This design comes from an exercise in tuning for small area, a short achievable clock period and few clock cycles per item on the open sky130 flow, not from production work.
Only simulation tests tie the RTL to the original design; equivalence was not proved.

==> design.v <==
module add_sub (
    input  [31:0] A, B,
    input         addsub,           
    output [31:0] out,
    output        exception
);
    function [24:0] rca24;
        input [23:0] a, b;
        input        ci;
        reg c;
        integer i;
        begin
            c = ci;
            for (i = 0; i < 24; i = i + 1) begin
                rca24[i] = a[i] ^ b[i] ^ c;
                c = (a[i] & b[i]) | (a[i] & c) | (b[i] & c);
            end
            rca24[24] = c;
        end
    endfunction
    function [8:0] rca8;
        input [7:0] a, b;
        input       ci;
        reg c;
        integer i;
        begin
            c = ci;
            for (i = 0; i < 8; i = i + 1) begin
                rca8[i] = a[i] ^ b[i] ^ c;
                c = (a[i] & b[i]) | (a[i] & c) | (b[i] & c);
            end
            rca8[8] = c;
        end
    endfunction
    reg ge;
    integer j;
    always @(*) begin
        ge = 1'b1;
        for (j = 0; j < 31; j = j + 1)
            ge = (A[j] & ~B[j]) | (~(A[j] ^ B[j]) & ge);
    end
    wire        signA = A[31];
    wire        signB = B[31] ^ addsub;
    wire [30:0] big   = ge ? A[30:0] : B[30:0];
    wire [30:0] sml   = ge ? B[30:0] : A[30:0];
    wire [7:0]  eBig  = big[30:23];
    wire [8:0]  dE    = rca8(eBig, ~sml[30:23], 1'b1);     
    wire [7:0]  diff  = dE[7:0];
    wire [23:0] mSml = {1'b1, sml[22:0]};
    wire [23:0] mShf = (diff[7:5] != 3'd0) ? 24'd0 : (mSml >> diff[4:0]);
    wire        same = (signA == signB);
    wire [24:0] m    = rca24({1'b1, big[22:0]}, same ? mShf : ~mShf, ~same);
    wire [24:0] mm   = {m[24] & same, m[23:0]};
    reg [4:0] lz;
    integer i;
    always @(*) begin
        lz = 5'd23;
        for (i = 0; i < 23; i = i + 1)
            if (mm[i + 1]) lz = 5'd22 - i[4:0];
    end
    wire [4:0]  sh    = (eBig < {3'b000, lz}) ? eBig[4:0] : lz;
    wire        ovf   = mm[24];
    wire [23:0] mSel  = ovf ? mm[24:1] : mm[23:0];
    wire [23:0] mNorm = mSel << (ovf ? 5'd0 : sh);
    wire [8:0]  eOut  = rca8(eBig, ovf ? 8'd0 : ~{3'b000, sh}, 1'b1);    
    wire [7:0]  expOut = eOut[7:0];
    assign out = {(same | ge) ? signA : signB, expOut, mNorm[22:0]};
    assign exception = (expOut == 8'hFF);
endmodule
module mul_rows (
    input  [23:0] s_in,          
    input  [24:0] c_in,          
    input         ci,            
    input  [23:0] ma,            
    input  [25:0] ma3,           
    input  [11:0] mb,            
    output [23:0] s_out,
    output [24:0] c_out,
    output        co,
    output        p_hi           
);
    reg [25:0] s, c, x, sn, mj;
    reg [2:0]  l;
    reg        cy, hi;
    integer k;
    always @(*) begin
        s  = {2'b00, s_in};
        c  = {1'b0, c_in};
        cy = ci;
        hi = 1'b0;
        for (k = 0; k < 6; k = k + 1) begin
            case (mb[2*k+1 -: 2])
                2'd0:    x = 26'd0;
                2'd1:    x = {2'b00, ma};
                2'd2:    x = {1'b0, ma, 1'b0};
                default: x = ma3;
            endcase
            sn = s ^ c ^ x;
            mj = (s & c) | (s & x) | (c & x);
            l  = {2'b00, sn[0]} + {1'b0, sn[1], 1'b0} + {1'b0, mj[0], 1'b0} + {2'b00, cy};
            hi = l[1];
            cy = l[2];
            s  = {2'b00, sn[25:2]};
            c  = {1'b0, mj[25:1]};
        end
    end
    assign s_out = s[23:0];
    assign c_out = c[24:0];
    assign co    = cy;
    assign p_hi  = hi;
endmodule
module mul_triple (
    input  [23:0] ma,
    output [25:0] ma3
);
    reg [25:0] t;
    reg        c;
    integer i;
    always @(*) begin
        c = 1'b0;
        t[0] = ma[0];
        for (i = 1; i < 25; i = i + 1) begin
            t[i] = (i < 24 ? ma[i] : 1'b0) ^ ma[i - 1] ^ c;
            c = ((i < 24 ? ma[i] : 1'b0) & ma[i - 1]) | ((i < 24 ? ma[i] : 1'b0) & c) | (ma[i - 1] & c);
        end
        t[25] = c;
    end
    assign ma3 = t;
endmodule
module multiplier (
    input  [23:0] vs,
    input  [24:0] vc,
    input         ci,
    input         p23,
    output [24:0] p
);
    reg [24:0] r;
    reg        c;
    integer i;
    always @(*) begin
        c = ci;
        r[0] = p23;
        for (i = 0; i < 24; i = i + 1) begin
            r[i + 1] = vs[i] ^ vc[i] ^ c;
            c = (vs[i] & vc[i]) | (vs[i] & c) | (vc[i] & c);
        end
    end
    assign p = r;
endmodule
module div_steps #(parameter N = 9) (
    input  [26:0]  ys, yc,        
    input  [23:0]  dv,            
    output [26:0]  ws, wc,        
    output [N-1:0] qp, qn         
);
    reg [26:0]  s, c, x, sn, cn;
    reg [3:0]   t;
    reg [N-1:0] p, n;
    integer k;
    always @(*) begin
        s = ys;
        c = yc;
        for (k = N - 1; k >= 0; k = k - 1) begin
            t = s[26:23] + c[26:23];               
            p[k] = ~t[3];                           
            n[k] = t[3] & (t != 4'b1111);           
            x = {{3{p[k]}}, ({24{p[k]}} & ~dv) | ({24{n[k]}} & dv)};
            sn = s ^ c ^ x;
            cn = {(s[25:0] & c[25:0]) | (s[25:0] & x[25:0]) | (c[25:0] & x[25:0]), p[k]};
            if (k > 0) begin
                s = {sn[25:0], 1'b0};
                c = {cn[25:0], 1'b0};
            end else begin
                s = sn;
                c = cn;
            end
        end
    end
    assign ws = s;
    assign wc = c;
    assign qp = p;
    assign qn = n;
endmodule
module divider (
    input  [15:0] qph, qnh,       
    input  [7:0]  qpl, qnl,       
    input  [26:0] ws, wc,         
    output [24:0] q
);
    reg [25:0] g, pr;
    integer i, l;
    always @(*) begin
        g  = ws[25:0] & wc[25:0];
        pr = ws[25:0] | wc[25:0];
        for (l = 1; l < 32; l = l * 2)
            for (i = 25; i >= 0; i = i - 1)
                if (i >= l && ((i + 1) % (2 * l)) == 0) begin
                    g[i]  = g[i] | (pr[i] & g[i - l]);
                    pr[i] = pr[i] & pr[i - l];
                end
    end
    wire c26 = g[25] | (pr[25] & (g[23] | (pr[23] & g[15])));
    wire neg = ws[26] ^ wc[26] ^ c26;
    function [17:0] sub17;
        input [16:0] a, b;
        input        bi;
        reg c;
        integer j;
        begin
            c = ~bi;
            for (j = 0; j < 17; j = j + 1) begin
                sub17[j] = a[j] ^ ~b[j] ^ c;
                c = (a[j] & ~b[j]) | (a[j] & c) | (~b[j] & c);
            end
            sub17[17] = c;
        end
    endfunction
    wire [17:0] qh0 = sub17({1'b1, qph}, {1'b0, qnh}, 1'b0);
    wire [17:0] qh1 = sub17({1'b1, qph}, {1'b0, qnh}, 1'b1);
    wire [17:0] ql0 = sub17({9'd0, qpl}, {9'd0, qnl}, 1'b0);
    wire [17:0] ql1 = sub17({9'd0, qpl}, {9'd0, qnl}, 1'b1);
    wire        nb0 = ~ql0[8];
    wire        nb1 = ~ql1[8];
    wire        nb  = neg ? nb1 : nb0;
    wire [7:0]  ql  = neg ? ql1[7:0] : ql0[7:0];
    assign q = {nb ? qh0[16:0] : qh1[16:0], ql};
endmodule
module fpu_top (
    input clk,                 
    input reset,               
    input control,             
    input [1:0] select,        
    input [31:0] A,            
    input [31:0] B,            
    output [31:0] result,      
    output exception,          
    output zeroDiv,            
    output reg done            
);
    function [7:0] add8;
        input [7:0] a, b;
        input       ci;
        reg c;
        integer i;
        begin
            c = ci;
            for (i = 0; i < 8; i = i + 1) begin
                add8[i] = a[i] ^ b[i] ^ c;
                c = (a[i] & b[i]) | (a[i] & c) | (b[i] & c);
            end
        end
    endfunction
    reg [31:0] a_q, b_q;
    reg [1:0]  sel_q;
    reg st1, st2, st3;
    reg [26:0] vs_q, vc_q;
    reg [15:0] qp_q, qn_q;
    wire is_div = sel_q[1] & sel_q[0];
    wire idle   = ~(st1 | st2 | st3);
    wire last   = (st1 & ~sel_q[1]) | (st2 & ~sel_q[0]) | st3;
    wire [31:0] as_out;
    wire        as_exc;
    add_sub add_sub_inst (.A(a_q), .B(b_q), .addsub(sel_q[0]), .out(as_out), .exception(as_exc));
    wire [23:0] ms;
    wire [24:0] mc;
    wire        mco, mhi;
    wire [25:0] ma3;
    mul_triple mtri (.ma({1'b1, a_q[22:0]}), .ma3(ma3));
    mul_rows mrows (.s_in(vs_q[23:0] & {24{~st1}}), .c_in(vc_q[24:0] & {25{~st1}}),
                    .ci(vs_q[24] & ~st1), .ma({1'b1, a_q[22:0]}), .ma3(ma3),
                    .mb(st1 ? b_q[11:0] : {1'b1, b_q[22:12]}),
                    .s_out(ms), .c_out(mc), .co(mco), .p_hi(mhi));
    wire [24:0] prod;            
    multiplier mul_inst (.vs(ms), .vc(mc), .ci(mco), .p23(mhi), .p(prod));
    wire [26:0] ws8, wc8;
    wire [7:0]  qp8, qn8;
    div_steps #(.N(8)) drows (.ys(vs_q), .yc(vc_q), .dv({1'b1, b_q[22:0]}),
                              .ws(ws8), .wc(wc8), .qp(qp8), .qn(qn8));
    wire [24:0] quot;            
    divider div_inst (.qph(qp_q), .qnh(qn_q), .qpl(qp8), .qnl(qn8), .ws(ws8), .wc(wc8), .q(quot));
    wire [24:0] md   = is_div ? quot : prod;
    wire [7:0]  eab  = add8(a_q[30:23], b_q[30:23] ^ {8{is_div}}, 1'b1);      
    wire [7:0]  emd0 = add8(eab, is_div ? 8'd126 : 8'd128, 1'b0);
    wire [7:0]  emd1 = add8(eab, is_div ? 8'd126 : 8'd128, 1'b1);
    wire [7:0]  emd  = md[24] ? emd1 : emd0;
    wire        smd  = a_q[31] ^ b_q[31];
    wire        dsz  = (b_q == 32'd0);
    wire        ddz  = (a_q == 32'd0);
    reg  [33:0] res;             
    always @(*) begin
        if (~sel_q[1])
            res = {as_out, as_exc, 1'b0};
        else if (is_div & dsz)
            res = {ddz ? 32'hFFC00000 : {smd, 8'hFF, 23'd0}, 2'b11};
        else if (is_div & ddz)
            res = 34'd0;
        else
            res = {smd, emd, md[24] ? md[23:1] : md[22:0], ~is_div & (emd == 8'hFF), 1'b0};
    end
    always @(posedge clk or posedge reset) begin
        if (reset) begin
            st1  <= 1'b0;
            st2  <= 1'b0;
            st3  <= 1'b0;
            done <= 1'b0;
        end else begin
            st1  <= control;
            st2  <= st1 & sel_q[1];
            st3  <= st2 & is_div;
            done <= last;
        end
    end
    always @(posedge clk) begin
        if (idle) begin
            a_q   <= A;
            b_q   <= B;
            sel_q <= select;
        end
        if (idle) begin
            vs_q <= {3'b001, A[22:0], 1'b1};
            vc_q <= {3'b110, ~B[22:0], 1'b1};
        end else begin
            if (last)
                vs_q <= res[33:7];
            else
                vs_q <= sel_q[0] ? {ws8[25:0], 1'b0} : {2'd0, mco, ms};
            vc_q[26:7] <= sel_q[0] ? wc8[25:6] : {2'd0, mc[24:7]};
            if (last)
                vc_q[6:0] <= res[6:0];
            else
                vc_q[6:0] <= sel_q[0] ? {wc8[5:0], 1'b0} : mc[6:0];
        end
        qp_q <= {qp_q[7:0], qp8};
        qn_q <= {qn_q[7:0], qn8};
    end
    assign result    = {vs_q, vc_q[6:2]};
    assign exception = vc_q[1];
    assign zeroDiv   = vc_q[0];
endmodule
==> flow/run.sh <==
#!/bin/bash
# The standard layout (standard.sh), except that the port buffers are
# sky130_fd_sc_hd__buf_1 cells instead of the default pick (a larger, slower
# delay buffer).  make's full output goes to standard.log; each ORFS step keeps
# its own log under orfs/logs.
set -euo pipefail
bash standard.sh "BUFFER_PORTS_ARGS=-buffer_cell sky130_fd_sc_hd__buf_1" finish > standard.log 2>&1
==> standard.sh <==
#!/bin/bash
# synth_recipe.tcl (not shown) runs the flow's synth.tcl, then flattens the netlist and writes it again
# the make line also repeats each setting of config.mk as NAME=value (left out here)
make -C /OpenROAD-flow-scripts/flow DESIGN_CONFIG=/design/flow/config.mk WORK_HOME=/design/flow/orfs CLKGATE_MAP_FILE= SYNTH_SCRIPT=/design/flow/synth_recipe.tcl "${@:-finish}"
==> config.mk <==
export PLATFORM = sky130hd
export DESIGN_NAME = fpu_top
export DESIGN_NICKNAME = fpu_top
export VERILOG_FILES = /design/flow/design.v
export SDC_FILE = /design/flow/constraint.sdc
export NUM_CORES = 4
export LEC_CHECK = 0
export ABC_AREA = 1
export CAP_MARGIN = 20
export CORE_MARGIN = 2
export CORE_UTILIZATION = 45
export PLACE_DENSITY = 0.6
export SLEW_MARGIN = 20
==> constraint.sdc <==
create_clock -name core_clock -period 150.0 [get_ports {clk}]
set_input_delay 30.0000 -clock core_clock [delete_from_list [all_inputs] [get_ports {clk}]]
set_output_delay 30.0000 -clock core_clock [all_outputs]
set_load 0.01 [all_outputs]
==> out/results.ini, run 1 <==
[floorplan]
core-area_mm2=0.0627
row_count=92
floorplan.io_pins=104
initial_core_utilization=0.453
dieWidth_um=255
floorplan.die_area_mm2=0.0652
chipHeight_um=255

[clocking]
clock_tree.buffer_depth=2
worstSkewPairLatency_ps=530
cts_tree=built
clockRootBuffer=sky130_fd_sc_hd__clkbuf_16
cts-resized-gates=0
cts_buffers=17
cts.htree.levels=4
tritoncts_num_sinks=156
cts.repair_timing.setup_buffer_count=0
post_cts_hold_buffer_count=0
cts.clk_slew.worst_paths_ps=90

[setup_path]
cp_cell_sequence=buf_1
worstPathBufferInverterCount=1
critical_path_peak_fanout=3
critical-path-top-delay-family=flip-flops
setup_slack_of_the_most_critical_reg_to_reg_path_ps=123440
startpoint_type=register
worst-r2r-cell-count=118
worst_ep_arrival_time_ps=1420
crit_path_capture_type=output port
worstSetupPathType=register to output port
worst-endpoint-required_ps=120000
cp_slowest_stage_delay_ps=690
slowest_stage=sky130_fd_sc_hd__dfxtp_1
critical_path_depth=1

[timing]
timing.slew.headroom=0.328
worst_hold_slack_ps=349
finalSetupViolations=0
final-hold-violation-count=0
timing.setup.tns_ps=0
min_period_over_period=0.209
fin_worst_skew_ps=30.9
worst_pin_slew_ps=1010
max_freq_mhz=31.8
rsz0062_at_grt=no
post-route-min-period_ps=31420
fin_max_slew_vios=0

[cells_and_area]
finished_layout_cells=4681
post_route_cells_drive_above_1_share=0.0480
fillerInstances=6331
final_common_cell=sky130_fd_sc_hd__nand2_1
areaGrowthSynthToFinish_pct=5.74
final_area_mm2=0.0300
multi_input_area_mm2=0.0213
final_cell_mix=sky130_fd_sc_hd__nand2_1, sky130_fd_sc_hd__inv_1, sky130_fd_sc_hd__o21ai_0
final_util=0.479
design.final.nets=4416
area.sequential_mm2=0.00380

[synthesis]
synth.lib_cells_used.distinct=69
ys.warnings.count=7
synth.largest_area_cell=sky130_fd_sc_hd__fa_1
syn_avg_cell_area_um2=7.38
synth_seq_cells=156
yosys-top-cells-area=sky130_fd_sc_hd__fa_1, sky130_fd_sc_hd__nand2_1, sky130_fd_sc_hd__o21ai_0
synth_async_sr_flop_share=0.0256
seq_area_frac_synth=0.134
post_synth_instance_area_mm2=0.0284
dominantRegCellSynth=sky130_fd_sc_hd__dfxtp_1
synth_top_area_share=0.287
edff_count_synth=66
synthCells=3847
synthesized_netlist_net_count=4442

[global_routing]
grt_antenna_before_repair=1
grt_pass1_vias=25806
grt_start_max_net_pins=108
grt_first_pass_wirelength_um=180000
grt_usage=0.387
grt-ovfl-total=0

[drt]
drtPass1Iterations=6
viasPerCell=5.85
violation_count_after_the_first_detailed_routing_iteration=3268
postRouteAntennaNets=0
postRouteWirelength_um=124000
drt-wirelength-per-cell_um=26.5
number_of_vias_in_the_routed_layout=27368
drc_errors=0

[run_status]
outcome=finished clean

[placed_design]
dp_hpwl_um=100000
dpl_cell_area_mm2=0.0294
dp.cells=4648
io_buffers=103
routabilityCongestion=1.04

[run]
drv_cap=0

[hold_path]
timing.hold.worst_path_depth=0
holdCritPathClass=register to register

[area by class of cell]
class                   count  area share
multi-input cells        2850       0.708
flip-flops and latches    156       0.127
inverters                 624      0.0784
well taps                 846      0.0352
repair buffers            172      0.0301
clock buffers              17      0.0142
clock inverters            15     0.00687
diodes                      1   0.0000833
[state kept, by name, summed over array words and instances, names as in the netlist]
| signal | cells |
|---|---|
| st1 | 1 |
| a_q | 32 |
| vs_q | 27 |
| qn_q | 16 |
| done | 1 |
| vc_q | 27 |
| st3 | 1 |
| st2 | 1 |
| sel_q | 2 |
| b_q | 32 |
| qp_q | 16 |
[layer usage]
layer	routed length, um	vias to the layer above	GRT usage
met2	52100	1523	0.569
met5	12	-	0
met1	50300	13158	0.520
met4	7540	2	0.198
met3	13900	289	0.109
li1	-	12396	-
[through the flow]
| step | setup WS (ps) |
|---|---|
| floorplan | 119520 |
| global placement | 119220 |
| detailed placement | 119220 |
| CTS | 118660 |
| global route | 118630 |
| finish | 118580 |
[cell usage after synthesis, drive strengths merged, types with 51 or more instances]
cell type,n
nand3,121
clkbuf,164
ha,119
xor2,67
o21ai,515
fa,407
nor2,271
inv,608
a21oi,164
edfxtp,66
buf,51
o221ai,81
nand2,833
dfxtp,86
o22ai,57
[path summary, 6_finish.rpt]
path | from | end
min | qn_q[1]$_DFF_P_ | qn_q[9]$_DFF_P_
max | vc_q[3]$_DFF_P_ | result[1]
max in group asynchronous | reset | st1$_DFF_PP0_
max reg2reg | vc_q[23]$_DFF_P_ | vc_q[1]$_DFF_P_
min in group asynchronous | reset | st3$_DFF_PP0_
min reg2reg | qn_q[1]$_DFF_P_ | qn_q[9]$_DFF_P_
[cell families after synthesis]
family / Yosys count / share of synthesized area
flops: 156 / 0.134
compound gates: 933 / 0.191
buf+inv: 841 / 0.118
mux: 3 / 0.00106
fa+ha+maj: 527 / 0.340
simple gates: 1296 / 0.188
xor+xnor: 91 / 0.0290
Testbench counts, summed over its fixed seeds: cycles 26,295, ops 9,600.
==> inputs of run 2 (changes only) <==
==> flow/run.sh (replaced) <==
#!/bin/bash
# The standard layout (standard.sh) with two changes:
#  - synthesis maps the logic with flow/abc_area.script (ABC's area-oriented
#    mapper, amap) in place of ORFS's abc_area.script.  The rest of synthesis
#    is ORFS's own, run from an unchanged copy of its scripts, so the
#    registers are those of the standard synthesis;
#  - the port buffers are sky130_fd_sc_hd__buf_1 cells instead of the
#    default pick (a larger, slower delay buffer).
# make's full output goes to synth.log and finish.log; each ORFS step keeps
# its own log under orfs/logs.
set -euo pipefail
work=$(pwd)
rm -rf "$work/orfs_scripts"
cp -r "$FLOW_HOME/scripts" "$work/orfs_scripts"
cp "$work/flow/abc_area.script" "$work/orfs_scripts/abc_area.script"
ports="BUFFER_PORTS_ARGS=-buffer_cell sky130_fd_sc_hd__buf_1"
bash standard.sh "SCRIPTS_DIR=$work/orfs_scripts" "$ports" synth > synth.log 2>&1
bash standard.sh "$ports" finish > finish.log 2>&1
==> flow/abc_area.script (new file) <==
strash
dch -f
amap
topo
stime -c
buffer -c
upsize -c
dnsize -c
==> run 2 against run 1 <==
Global-route usage grew 8.1 points. Register-to-register slack lost 8900 ps. Synthesized cell count shrank 19%. Routed wire length grew 14%. First-iteration DRC count grew 22%. Clock skew shrank 8.7 ps. Hold slack gained 41 ps. Non-clock buffer count grew 28. Worst setup slack lost 4000 ps. Critical path type is now register to register. Critical endpoint is now vc_q[1]$_DFF_P_. Highest routed layer unchanged.
==> out/results.ini, run 2 <==
[cells_and_area]
final_common_cell=sky130_fd_sc_hd__o22ai_1
post_route_cells_drive_above_1_share=0.0844
final_cell_mix=sky130_fd_sc_hd__o22ai_1, sky130_fd_sc_hd__inv_1, sky130_fd_sc_hd__fa_1
design.final.nets=3722
finished_layout_cells=3916
biggestRegsByFlops=a_q x32, b_q x32
areaGrowthSynthToFinish_pct=6.31
fillerInstances=5779

[floorplan]
row_count=89
core-area_mm2=0.0587
floorplan.die_area_mm2=0.0610
chipHeight_um=247
initial_core_utilization=0.453
floorplan.io_pins=104
dieWidth_um=247

[global_routing]
grt_antenna_before_repair=6
grt_usage=0.468
grt_first_pass_wirelength_um=198000
grt_start_max_net_pins=82
grt_pass1_vias=26419
grt-ovfl-total=0

[drt]
violation_count_after_the_first_detailed_routing_iteration=4000
postRouteWirelength_um=142000
drtPass1Iterations=9
viasPerCell=6.92
drc_errors=0
number_of_vias_in_the_routed_layout=27081
drt-wirelength-per-cell_um=36.2
postRouteAntennaNets=0

[timing]
min_period_over_period=0.236
timing.slew.headroom=0.175
max_freq_mhz=28.2
fin_worst_skew_ps=22.3
timing.setup.tns_ps=0
finalSetupViolations=0
post-route-min-period_ps=35470
final-hold-violation-count=0
worst_pin_slew_ps=1240
fin_max_slew_vios=0
worst_hold_slack_ps=390
rsz0062_at_grt=no

[setup_path]
worst-endpoint-required_ps=150360
worst_r2r_dst=vc_q[1]$_DFF_P_
startpoint_type=register
cp_slowest_stage_delay_ps=1060
crit_path_capture_type=register
slowest_stage=sky130_fd_sc_hd__clkinv_1
worst_ep_arrival_time_ps=35830
worstSetupPathType=register to register
worst_path_most_repeated_cell=sky130_fd_sc_hd__nor2_1
worst-r2r-cell-count=155
critical_path_peak_fanout=30
critical_path.reg2reg.startpoint=vc_q[23]$_DFF_P_
setup_slack_of_the_most_critical_reg_to_reg_path_ps=114530

[placed_design]
dp_hpwl_um=112000
io_buffers=103
dp.cells=3881
routabilityCongestion=1.09

[run]
drv_cap=0

[synthesis]
synthesized_netlist_net_count=3729
synthCells=3134
seq_area_frac_synth=0.143
synth_seq_cells=156
ys.warnings.count=7
edff_count_synth=66
synth_commonest_cells=sky130_fd_sc_hd__o22ai_1, sky130_fd_sc_hd__inv_1, sky130_fd_sc_hd__fa_1
synth.most_common_cell=sky130_fd_sc_hd__o22ai_1
synth.lib_cells_used.distinct=81
dominantRegCellSynth=sky130_fd_sc_hd__dfxtp_1
post_synth_instance_area_mm2=0.0266
yosys-top-cells-area=sky130_fd_sc_hd__fa_1, sky130_fd_sc_hd__o22ai_1, sky130_fd_sc_hd__edfxtp_1
synth.largest_area_cell=sky130_fd_sc_hd__fa_1
synth_async_sr_flop_share=0.0256
synth_top_area_share=0.307
syn_avg_cell_area_um2=8.48

[run_status]
outcome=finished clean

[clocking]
tritoncts_num_sinks=156
worstSkewPairLatency_ps=520
cts_buffers=17
post_cts_hold_buffer_count=0
clock_tree.buffer_depth=2
cts_tree=built
clockRootBuffer=sky130_fd_sc_hd__clkbuf_16
cts.repair_timing.setup_buffer_count=0
cts.htree.levels=4
cts.clk_slew.worst_paths_ps=90
cts-resized-gates=0

[hold_path]
min-delay-start=qn_q[0]$_DFF_P_
timing.hold.worst_path_depth=0
holdCritPathClass=register to register
whs_endpoint=qn_q[8]$_DFF_P_

## run 2: cell count changes after synthesis, sizes merged, moves of 61 or more
| cell | before | now |
|---|---|---|
| nand2 | 833 | 116 |
| o22ai | 57 | 506 |
| o21ai | 515 | 104 |
| inv | 608 | 461 |
| nor2 | 271 | 399 |
| nand3 | 121 | 28 |
| o22a | 0 | 76 |
| nor2b | 0 | 61 |
## run 2: worst max path at each step
stage	startpoint	endpoint	slack, ps	cells after the start
2_1_floorplan	vc_q[2]$_DFF_P_	result[0]	119520	1
3_3_place_gp	vc_q[23]$_DFF_P_	vc_q[1]$_DFF_P_	113060	157
3_5_place_dp	vc_q[23]$_DFF_P_	vc_q[1]$_DFF_P_	115440	157
4_1_cts	vc_q[23]$_DFF_P_	vc_q[1]$_DFF_P_	115330	157
5_1_grt	vc_q[23]$_DFF_P_	vc_q[1]$_DFF_P_	112530	157
6_report	vc_q[23]$_DFF_P_	vc_q[1]$_DFF_P_	114530	155
## run 2: layout make-up
cell class,instances,area [um^2],share of cell area
clock inverter,12,103,0.00363
tap,773,967,0.0342
sequential,156,3800,0.135
timing repair buffer,200,1110,0.0392
antenna,3,7.51,0.000266
clock buffer,20,468,0.0166
multi-input combinational,2280,20000,0.708
inverter,472,1780,0.0629
## run 2: cell families after synthesis
group,synth area share
flops,0.143
compound gates,0.262
simple gates,0.119
buf+inv,0.105
xor+xnor,0.00805
fa+ha+maj,0.363
## run 2: through the flow
stage / util / setup WS, ps / cell area, um^2
2_1_floorplan: - / 119520 / 26600
3_3_place_gp: 0.471 / 113060 / 27600
3_5_place_dp: 0.471 / 115440 / 27700
4_1_cts: 0.481 / 115330 / 28200
5_1_grt: 0.481 / 112530 / 28200
6_report: 0.481 / 114530 / 28200
## run 2: layer usage
| metal | up-vias | wire length (um) | global-route usage |
|---|---|---|---|
| li1 | 11051 | - | - |
| met5 | - | 130 | 0.0155 |
| met1 | 13346 | 51800 | 0.585 |
| met2 | 2138 | 58500 | 0.672 |
| met4 | 8 | 13000 | 0.338 |
| met3 | 538 | 18100 | 0.156 |
## run 2: critical path, delay by kind of cell, from the launching register on
kind	cells	cell delay, ps
compound gates	37	9800
fa+ha+maj	17	6940
buf+inv	30	9040
flops	1	680
simple gates	71	8640
==> inputs of run 3 (changes only) <==
--- a/flow/run.sh
+++ b/flow/run.sh
@@ -1,3 +1,3 @@
 #!/bin/bash
-# The standard layout (standard.sh) with two changes:
+# The standard layout (standard.sh) with three changes:
 #  - synthesis maps the logic with flow/abc_area.script (ABC's area-oriented
@@ -7,3 +7,6 @@
 #  - the port buffers are sky130_fd_sc_hd__buf_1 cells instead of the
-#    default pick (a larger, slower delay buffer).
+#    default pick (a larger, slower delay buffer);
+#  - ORFS's timing repair (after clock tree synthesis and global routing)
+#    works to a setup margin of 119 ns, that is, it repairs the paths longer
+#    than 31 ns; the constraints themselves (constraint.sdc) are unchanged.
 # make's full output goes to synth.log and finish.log; each ORFS step keeps
@@ -17,2 +20,2 @@
 bash standard.sh "SCRIPTS_DIR=$work/orfs_scripts" "$ports" synth > synth.log 2>&1
-bash standard.sh "$ports" finish > finish.log 2>&1
+bash standard.sh "$ports" SETUP_SLACK_MARGIN=119 finish > finish.log 2>&1
==> run 3 against run 2 <==
Core utilization is 1.4 points higher. Clock-buffer cell count stayed put. First-iteration DRC count is 1.9% lower. Non-clock buffer count is 51 higher. Flip-flop and latch count stayed put. Maximum frequency is 14% higher. Critical endpoint is now result[28]. Highest routed layer unchanged.
==> out/results.ini, run 3 <==
[setup_path]
slowest_stage=sky130_fd_sc_hd__dfxtp_4
worst_ep_arrival_time_ps=1060
critical_path.startpoint=vs_q[23]$_DFF_P_
critical-path-top-delay-family=flip-flops
worstSetupPathType=register to output port
critical_path_depth=1
worst-r2r-cell-count=156
critical_path.reg2reg.startpoint=vs_q[24]$_SDFF_PP1_
cp_cell_sequence=buf_6
critPathCapture=result[28]
critical_path_peak_fanout=4
worstPathBufferInverterCount=1
worst-endpoint-required_ps=120000
cp_slowest_stage_delay_ps=430
crit_path_capture_type=output port
worst_r2r_dst=vc_q[1]$_DFF_P_
startpoint_type=register
setup_slack_of_the_most_critical_reg_to_reg_path_ps=120620

[clocking]
cts.clk_slew.worst_paths_ps=80
cts.htree.levels=4
tritoncts_num_sinks=156
clockRootBuffer=sky130_fd_sc_hd__clkbuf_16
cts_tree=built
clock_tree.buffer_depth=2
cts_buffers=17
worstSkewPairLatency_ps=530

[timing]
min_period_over_period=0.207
timing.slew.headroom=0.184
fin_max_slew_vios=0
post-route-min-period_ps=31060
final-hold-violation-count=0
fin_worst_skew_ps=26.9
max_freq_mhz=32.2
worst_pin_slew_ps=1220
timing.setup.tns_ps=0
rsz0062_at_grt=yes
min_setup_slack_post_route_ps=118940
finalSetupViolations=0

[drt]
met3_wirelength_um=18500
number_of_vias_in_the_routed_layout=27382
top_layer=met5
viasPerCell=6.90
drt-wirelength-per-cell_um=36.1
drtPass1Iterations=7
m1WireLength_um=52500
postRouteWirelength_um=143000
postRouteAntennaNets=0
routed-wl-met2_um=59500
violation_count_after_the_first_detailed_routing_iteration=3924
drc_errors=0

[cells_and_area]
finished_layout_cells=3969
final_cell_mix=sky130_fd_sc_hd__o22ai_1, sky130_fd_sc_hd__inv_1, sky130_fd_sc_hd__fa_1
areaGrowthSynthToFinish_pct=9.49
post_route_cells_drive_above_1_share=0.125
design.final.nets=3775
final_common_cell=sky130_fd_sc_hd__o22ai_1
biggestRegsByFlops=a_q x32, b_q x32

[global_routing]
grt_antenna_before_repair=8
grt_first_pass_wirelength_um=200000
grt-ovfl-total=0
grt_start_max_net_pins=82
grt_pass1_vias=26625
grt_usage=0.472

[synthesis]
edff_count_synth=66
synthCells=3134
synth_commonest_cells=sky130_fd_sc_hd__o22ai_1, sky130_fd_sc_hd__inv_1, sky130_fd_sc_hd__fa_1
dominantRegCellSynth=sky130_fd_sc_hd__dfxtp_1
synth.most_common_cell=sky130_fd_sc_hd__o22ai_1
synth.largest_area_cell=sky130_fd_sc_hd__fa_1
synthesized_netlist_net_count=3729
synth_seq_cells=156
ys.warnings.count=7
post_synth_instance_area_mm2=0.0266
synth_async_sr_flop_share=0.0256
yosys-top-cells-area=sky130_fd_sc_hd__fa_1, sky130_fd_sc_hd__o22ai_1, sky130_fd_sc_hd__edfxtp_1
synth.lib_cells_used.distinct=81
syn_avg_cell_area_um2=8.48
synth_top_area_share=0.307
seq_area_frac_synth=0.143

[floorplan]
initial_core_utilization=0.453
dieWidth_um=247
core-area_mm2=0.0587
row_count=89
chipHeight_um=247
floorplan.io_pins=104
floorplan.die_area_mm2=0.0610

[run_status]
outcome=finished clean

[hold_path]
holdCritPathClass=register to register

[placed_design]
preCtsSetupSlack_ps=115440
routabilityCongestion=1.09
dp_hpwl_um=112000
io_buffers=103
dp.cells=3881

[run]
drv_cap=0

-- run 3: changes by cell type in the layout (fill, tap and decap cells not counted), sizes merged --
cell	previous run	this run
buf	200	249
clkinvlp	0	6
inv	468	465
clkbuf	20	22
clkinv	16	15
-- run 3: what timing repair did --
| item | 4_1_cts | 5_1_grt |
|---|---|---|
| pin swaps | 0 | 2 |
| setup buffers | 36 | 15 |
| hold buffers | 0 | 0 |
| gates resized for setup | 120 | 32 |
| setup endpoints to repair | 67 | 49 |
| gates cloned | 2 | 0 |
-- run 3: how the worst min path moves through the flow --
| stage | cells past startpoint | from | end | slack (ps) |
|---|---|---|---|---|
| after global placement | 0 | qn_q[1]$_DFF_P_ | qn_q[9]$_DFF_P_ | 380 |
| final | 0 | qn_q[0]$_DFF_P_ | qn_q[8]$_DFF_P_ | 390 |
| after detailed placement | 0 | qn_q[1]$_DFF_P_ | qn_q[9]$_DFF_P_ | 380 |
| after CTS | 0 | qn_q[1]$_DFF_P_ | qn_q[9]$_DFF_P_ | 390 |
| after global routing | 0 | qn_q[1]$_DFF_P_ | qn_q[9]$_DFF_P_ | 390 |
| after floorplan | 0 | qn_q[2]$_DFF_P_ | qn_q[10]$_DFF_P_ | 330 |
-- run 3: logic make-up after synthesis --
logic type	count (synthesis)	synth area share
AOI/OAI and AO/OA	1026	0.262
buffers and inverters	698	0.105
adders and majority gates	526	0.363
and+or+nand+nor	707	0.119
DFF	156	0.143
xor gates and xnor gates	21	0.00805
-- run 3: layout make-up --
cell class,instances,area [um^2]
Antenna cell,3,7.51
Timing Repair Buffer,251,1700
Sequential cell,156,3890
Multi-Input combinational cell,2280,20100
Clock buffer,20,468
Timing Repair inverter,2,10.0
Tap cell,773,967
Fill cell,5679,29600
Inverter,472,1820
Clock inverter,12,103
-- run 3: worst register-to-register path: cells and delay by family (launching register included) --
family | cells | cell delay, ps
AND/OR/NAND/NOR | 70 | 8790
adder cells (fa/ha/maj) | 18 | 7580
AO/OA/AOI/OAI | 37 | 7320
buffers and inverters | 31 | 5190
flip-flops | 1 | 350
-- run 3: metal layers --
| metal | track usage | up-vias |
|---|---|---|
| met5 | 0 | - |
| met4 | 0.338 | 8 |
| met3 | 0.172 | 521 |
| met2 | 0.679 | 2124 |
| met1 | 0.584 | 13575 |
| li1 | - | 11154 |
-- run 3: through the flow --
step	hold WS (ps)	utilization	instance area, um^2
after global placement	377	0.471	27600
after CTS	389	0.492	28900
after global routing	391	0.496	29100
after floorplan	331	-	26600
after detailed placement	377	0.471	27700
final	394	0.496	29100
==> inputs of run 4 (changes only) <==
--- a/flow/run.sh
+++ b/flow/run.sh
@@ -9,4 +9,4 @@
 #  - ORFS's timing repair (after clock tree synthesis and global routing)
-#    works to a setup margin of 119 ns, that is, it repairs the paths longer
-#    than 31 ns; the constraints themselves (constraint.sdc) are unchanged.
+#    works to a setup margin of 118 ns, that is, it repairs the paths longer
+#    than 32 ns; the constraints themselves (constraint.sdc) are unchanged.
 # make's full output goes to synth.log and finish.log; each ORFS step keeps
@@ -20,2 +20,2 @@
 bash standard.sh "SCRIPTS_DIR=$work/orfs_scripts" "$ports" synth > synth.log 2>&1
-bash standard.sh "$ports" SETUP_SLACK_MARGIN=119 finish > finish.log 2>&1
+bash standard.sh "$ports" SETUP_SLACK_MARGIN=118 finish > finish.log 2>&1
==> run 4 against run 3 <==
Still clean. Flip-flop and latch count unchanged. Global-route usage down 0.25 points. Clock skew down 6.9 ps. Die area did not move. Via count fell by 0.58%. Hold slack worse by 2.9 ps. Final cell count is 0.88% lower. Non-clock buffer count shrank 37. Cell area fell by 2.0%. Clock-buffer cell count is the same. Critical endpoint is now result[7]. Highest routed layer unchanged.
==> out/results.ini, run 4 <==
[clocking]
worstSkewPairLatency_ps=520
clockRootBuffer=sky130_fd_sc_hd__clkbuf_16
clock_tree.buffer_depth=2
cts.htree.levels=4
tritoncts_num_sinks=156
cts_buffers=17
cts.clk_slew.worst_paths_ps=90
cts_tree=built

[global_routing]
gr-usage-met1=0.588
grt_usage=0.470
grt_first_pass_wirelength_um=199000
grt_start_max_net_pins=82
grt-ovfl-total=0
groute.layer.met2.usage=0.674
grt_antenna_before_repair=9
grt.met3_usage=0.155
grt_pass1_vias=26496
gr_busiest_metal=met2

[setup_path]
crit_path_capture_type=output port
critical-path-top-delay-family=flip-flops
worstSetupPathType=register to output port
worstPathBufferInverterCount=1
critical_path_peak_fanout=3
slowest_stage=sky130_fd_sc_hd__dfxtp_1
cp_slowest_stage_delay_ps=570
startpoint_type=register
worst_ep_arrival_time_ps=1280
worst-endpoint-required_ps=120000
cp_cell_sequence=buf_1

[timing]
timing.setup.tns_ps=0
max_freq_mhz=32.0
final-hold-violation-count=0
rsz0062_at_grt=no
min_period_over_period=0.209
worst_pin_slew_ps=1230
timing.slew.headroom=0.177
finalSetupViolations=0
fin_max_slew_vios=0
fin_worst_skew_ps=20.0
post-route-min-period_ps=31280

[synthesis]
ys.warnings.count=7
synthCells=3134
synth_commonest_cells=sky130_fd_sc_hd__o22ai_1, sky130_fd_sc_hd__inv_1, sky130_fd_sc_hd__fa_1
synth_async_sr_flop_share=0.0256
synth_seq_cells=156
seq_area_frac_synth=0.143
yosys-top-cells-area=sky130_fd_sc_hd__fa_1, sky130_fd_sc_hd__o22ai_1, sky130_fd_sc_hd__edfxtp_1
synthesized_netlist_net_count=3729
dominantRegCellSynth=sky130_fd_sc_hd__dfxtp_1
synth.lib_cells_used.distinct=81
synth_top_area_share=0.307
edff_count_synth=66
post_synth_instance_area_mm2=0.0266
syn_avg_cell_area_um2=8.48
synth.most_common_cell=sky130_fd_sc_hd__o22ai_1
synth.largest_area_cell=sky130_fd_sc_hd__fa_1

[drt]
viasPerCell=6.92
drc_errors=0
drt-wirelength-per-cell_um=36.2
number_of_vias_in_the_routed_layout=27223
violation_count_after_the_first_detailed_routing_iteration=4100
postRouteWirelength_um=142000
postRouteAntennaNets=0
drtPass1Iterations=9

[floorplan]
dieWidth_um=247
row_count=89
initial_core_utilization=0.453
floorplan.io_pins=104
chipHeight_um=247
floorplan.die_area_mm2=0.0610
core-area_mm2=0.0587

[cells_and_area]
final_cell_mix=sky130_fd_sc_hd__o22ai_1, sky130_fd_sc_hd__inv_1, sky130_fd_sc_hd__fa_1
areaGrowthSynthToFinish_pct=7.30
post_route_cells_drive_above_1_share=0.0925
biggestRegsByFlops=a_q x32, b_q x32
final_common_cell=sky130_fd_sc_hd__o22ai_1
design.final.nets=3738
finished_layout_cells=3934
fillerInstances=5748

[placed_design]
routabilityCongestion=1.09
dp_hpwl_um=112000
io_buffers=103
dp.cells=3881

[run_status]
outcome=finished clean

[hold_path]
holdCritPathClass=register to register

[run]
drv_cap=0

[run 4: cell counts after synthesis]
No cell type changed its count.
[run 4: logic make-up after synthesis]
kind of cell,share of synthesized area
AO/OA/AOI/OAI,0.262
XOR/XNOR,0.00805
adder cells (fa/ha/maj),0.363
buffers and inverters,0.105
flip-flops,0.143
AND/OR/NAND/NOR,0.119
[run 4: final cells by class]
class / count / area, um^2 / share of cell area
multi-input cells: 2280 / 20100 / 0.705
flip-flops and latches: 156 / 3810 / 0.134
inverters: 472 / 1810 / 0.0635
repair buffers: 214 / 1230 / 0.0431
well taps: 773 / 967 / 0.0339
clock buffers: 20 / 468 / 0.0164
clock inverters: 12 / 103 / 0.00360
diodes: 5 / 12.5 / 0.000439
repair inverters: 2 / 10.0 / 0.000351
[run 4: timing repair]
| item | 4_1_cts | 5_1_grt |
|---|---|---|
| cloned | 2 | 0 |
| pin swaps | 0 | 2 |
| buffers inserted | 7 | 7 |
| hold buffers | 0 | 0 |
| resized for setup | 11 | 25 |
| endpoints found under the setup margin | 32 | 32 |
[run 4: per-stage QoR]
stage	hold slack [ps]	setup WS, ps	util	area [um^2]
6_report	391	118720	0.486	28500
5_1_grt	391	117960	0.486	28500
4_1_cts	389	118060	0.483	28400
3_5_place_dp	377	115440	0.471	27700
3_3_place_gp	377	113060	0.471	27600
2_1_floorplan	331	119520	-	26600
[run 4: final timing paths]
path,cells past startpoint,end,startpoint,slack [ps]
setup reg to reg,156,vc_q[1]$_DFF_P_,vc_q[23]$_DFF_P_,119690
hold reg to reg,0,qn_q[8]$_DFF_P_,qn_q[0]$_DFF_P_,390
hold / removal,0,qn_q[8]$_DFF_P_,qn_q[0]$_DFF_P_,390
max in group asynchronous,2,st1$_DFF_PP0_,reset,120360
setup / recovery,1,result[7],vs_q[2]$_DFF_P_,118720
min in group asynchronous,2,done$_DFF_PP0_,reset,29390
[run 4: metal layers]
metal / share of wire / vias up
met5: 0.0021 / -
met4: 0.090 / 10
met3: 0.13 / 500
met2: 0.41 / 2165
met1: 0.37 / 13474
li1: - / 11074
==> inputs of run 5 (changes only) <==
--- a/flow/run.sh
+++ b/flow/run.sh
@@ -3,3 +3,3 @@
 #  - synthesis maps the logic with flow/abc_area.script (ABC's area-oriented
-#    mapper, amap) in place of ORFS's abc_area.script.  The rest of synthesis
+#    mapper, amap, run twice) in place of ORFS's abc_area.script.  The rest of synthesis
 #    is ORFS's own, run from an unchanged copy of its scripts, so the
==> flow/abc_area.script (replaced) <==
strash
dch -f
amap
strash
dch -f
amap
topo
stime -c
buffer -c
upsize -c
dnsize -c
==> run 5 against run 4 <==
Final cell count down 1.8%. Synthesized cell count down 1.6%. Hold slack worse by 23 ps. Clock skew up 1.8 ps. Critical path depth unchanged. Non-clock buffer count down 8. Highest routed layer unchanged. Synthesized area down 1.8%. Register-to-register slack better by 350 ps. Routed wire length down 7.4%. Clock-buffer cell count down 2.
==> out/results.ini, run 5 <==
[run_status]
outcome=finished clean

[global_routing]
grt_start_max_net_pins=81
grt_pass1_vias=25637
grt_usage=0.437
grt_antenna_before_repair=6
grt_first_pass_wirelength_um=185000
grt-ovfl-total=0

[timing]
rsz0062_at_grt=no
final-hold-violation-count=0
worst_pin_slew_ps=1170
fin_worst_skew_ps=21.8
timing.setup.tns_ps=0
max_freq_mhz=31.9
timing.slew.headroom=0.213
finalSetupViolations=0
min_period_over_period=0.209
post-route-min-period_ps=31370
fin_max_slew_vios=0

[synthesis]
ys.warnings.count=7
synth_seq_cells=156
yosys-top-cells-area=sky130_fd_sc_hd__fa_1, sky130_fd_sc_hd__o22ai_1, sky130_fd_sc_hd__edfxtp_1
edff_count_synth=66
syn_avg_cell_area_um2=8.46
synthesized_netlist_net_count=3678
seq_area_frac_synth=0.146
dominantRegCellSynth=sky130_fd_sc_hd__dfxtp_1
synth_commonest_cells=sky130_fd_sc_hd__inv_1, sky130_fd_sc_hd__o22ai_1, sky130_fd_sc_hd__fa_1
synth_async_sr_flop_share=0.0256
synth.lib_cells_used.distinct=78
synthCells=3083
synth.largest_area_cell=sky130_fd_sc_hd__fa_1
synth_top_area_share=0.312
post_synth_instance_area_mm2=0.0261
synth.most_common_cell=sky130_fd_sc_hd__inv_1

[floorplan]
floorplan.die_area_mm2=0.0599
floorplan.io_pins=104
core-area_mm2=0.0575
dieWidth_um=245
initial_core_utilization=0.454
chipHeight_um=245
row_count=88

[hold_path]
holdCritPathClass=register to register

[clocking]
worstSkewPairLatency_ps=510
cts_buffers=17
clock_tree.buffer_depth=2
tritoncts_num_sinks=156
cts_tree=built
cts.clk_slew.worst_paths_ps=90
post_cts_hold_buffer_count=0
clockRootBuffer=sky130_fd_sc_hd__clkbuf_16
cts.htree.levels=4

[setup_path]
critPathCapture=result[29]
worstSetupPathType=register to output port
crit_path_capture_type=output port
setup_slack_of_the_most_critical_reg_to_reg_path_ps=120040
critical_path_depth=1
cp_slowest_stage_delay_ps=460
worst_ep_arrival_time_ps=1370
cp_cell_sequence=buf_1
worst-r2r-cell-count=163
startpoint_type=register
worst_r2r_dst=vc_q[1]$_DFF_P_
worstPathBufferInverterCount=1
worst-endpoint-required_ps=120000
critical_path.startpoint=vs_q[24]$_SDFF_PP1_
critical-path-top-delay-family=buffers and inverters
critical_path.reg2reg.startpoint=vs_q[24]$_SDFF_PP1_
slowest_stage=sky130_fd_sc_hd__buf_1
critical_path_peak_fanout=4

[placed_design]
dp.cells=3821
routabilityCongestion=1.06
dpl_cell_area_mm2=0.0273
dp_hpwl_um=106000
io_buffers=103

[drt]
drc_errors=0
postRouteWirelength_um=132000
drt-wirelength-per-cell_um=34.1
violation_count_after_the_first_detailed_routing_iteration=4013
postRouteAntennaNets=0
viasPerCell=6.86
drtPass1Iterations=12
number_of_vias_in_the_routed_layout=26515

[run]
drv_cap=0

[cells_and_area]
finished_layout_cells=3863
final_cell_mix=sky130_fd_sc_hd__inv_1, sky130_fd_sc_hd__o22ai_1, sky130_fd_sc_hd__fa_1
post_route_cells_drive_above_1_share=0.0736
final_area_mm2=0.0281
final_common_cell=sky130_fd_sc_hd__inv_1
areaGrowthSynthToFinish_pct=7.67
final_util=0.489
biggestRegsByFlops=a_q x32, b_q x32
design.final.nets=3679

==> run 5: changes by cell type after synthesis, moves of 23 or more <==
| cell | delta |
|---|---|
| sky130_fd_sc_hd__a21oi_1 | -27 |
| sky130_fd_sc_hd__inv_1 | +32 |
| sky130_fd_sc_hd__a222oi_1 | +60 |
| sky130_fd_sc_hd__o32ai_1 | +23 |
| sky130_fd_sc_hd__o22ai_1 | -68 |
| sky130_fd_sc_hd__nor3_1 | -30 |
| sky130_fd_sc_hd__nor2_1 | +26 |
==> run 5: layer usage <==
layer / routed length, um / global-route usage / share of wire
met2: 55000 / 0.633 / 0.42
met5: 57 / 0 / 0.00043
met3: 17100 / 0.124 / 0.13
met1: 50600 / 0.584 / 0.38
met4: 8940 / 0.253 / 0.068
==> run 5: how the worst min path moves through the flow <==
stage / slack (ps) / end / from / cells after the start
6_report: 370 / qn_q[12]$_DFF_P_ / qn_q[4]$_DFF_P_ / 0
2_1_floorplan: 330 / qn_q[10]$_DFF_P_ / qn_q[2]$_DFF_P_ / 0
4_1_cts: 370 / qn_q[12]$_DFF_P_ / qn_q[4]$_DFF_P_ / 0
5_1_grt: 380 / qn_q[12]$_DFF_P_ / qn_q[4]$_DFF_P_ / 0
3_3_place_gp: 360 / qn_q[12]$_DFF_P_ / qn_q[4]$_DFF_P_ / 0
3_5_place_dp: 350 / qn_q[12]$_DFF_P_ / qn_q[4]$_DFF_P_ / 0
==> run 5: what timing repair did <==
action,CTS,global route
gates resized for setup,0,23
setup endpoints to repair,0,32
buffers inserted,0,7
hold endpoints to repair,0,0
==> run 5: area by class of cell <==
type | instances | area, um^2
multi-input combinational | 2203 | 19700
sequential | 156 | 3800
fill | 5688 | 29400
antenna | 1 | 2.50
timing repair buffer | 206 | 1160
clock inverter | 14 | 168
tap | 765 | 957
timing repair inverter | 2 | 10.0
inverter | 498 | 1890
clock buffer | 18 | 450
==> run 5: stage by stage <==
| step | hold WS, ps | worst slack [ps] |
|---|---|---|
| after CTS | 367 | 118040 |
| after global placement | 361 | 119160 |
| after global routing | 376 | 117940 |
| final | 367 | 118630 |
| after floorplan | 331 | 119520 |
| after detailed placement | 345 | 118160 |
==> run 5: logic make-up (layout without fill, tap and decap cells) <==
family                   after synthesis  in the layout  synth area share
AND/OR/NAND/NOR                      682            682             0.112
other                                  0              1                 0
AO/OA/AOI/OAI                        988            988             0.264
buffers and inverters                724            738             0.106
adder cells (fa/ha/maj)              526            526             0.369
XOR/XNOR                               7              7           0.00264
flip-flops                           156            156             0.146

## re-timing with driven ports
The flow's constraints put no driver on any port. The routed layouts listed below were extracted and timed again, unchanged, in two steps.
Step 1, drivers: a clkbuf_16 drives clk and a buf_2 each remaining input, both assumed.
Step 2 times the ports against the registers' clock, not the clock port: input delays grow and output delays shrink by t, the midpoint of the rising clock arrivals with the driver on.
Three values: ideal ports, drivers, drivers and shift; two values: the first two.
run	t, ns	setup WS [ns]	worst setup path after step 2	clock arrival spread, ns	worst register clock-pin slew, ns
run 1	0.581	118.581 / 118.511 / 119.093	register to output	0.031 / 0.031	0.11 / 0.11
run 2	0.568	114.534 / 114.534 / 114.534	register to register	0.022 / 0.022	0.09 / 0.09
run 3	0.574	118.936 / 118.878 / 118.734	input to register	0.026 / 0.027	0.09 / 0.09
run 4	0.569	118.721 / 118.660 / 118.725	input to register	0.020 / 0.020	0.09 / 0.09
run 5	0.569	118.631 / 118.561 / 119.130	register to output	0.022 / 0.022	0.09 / 0.09
After both steps setup and hold are still met in every run listed. For run 3, which loses most, drivers alone change the setup slack by -0.058 ns; drivers and shift together by -0.202 ns.
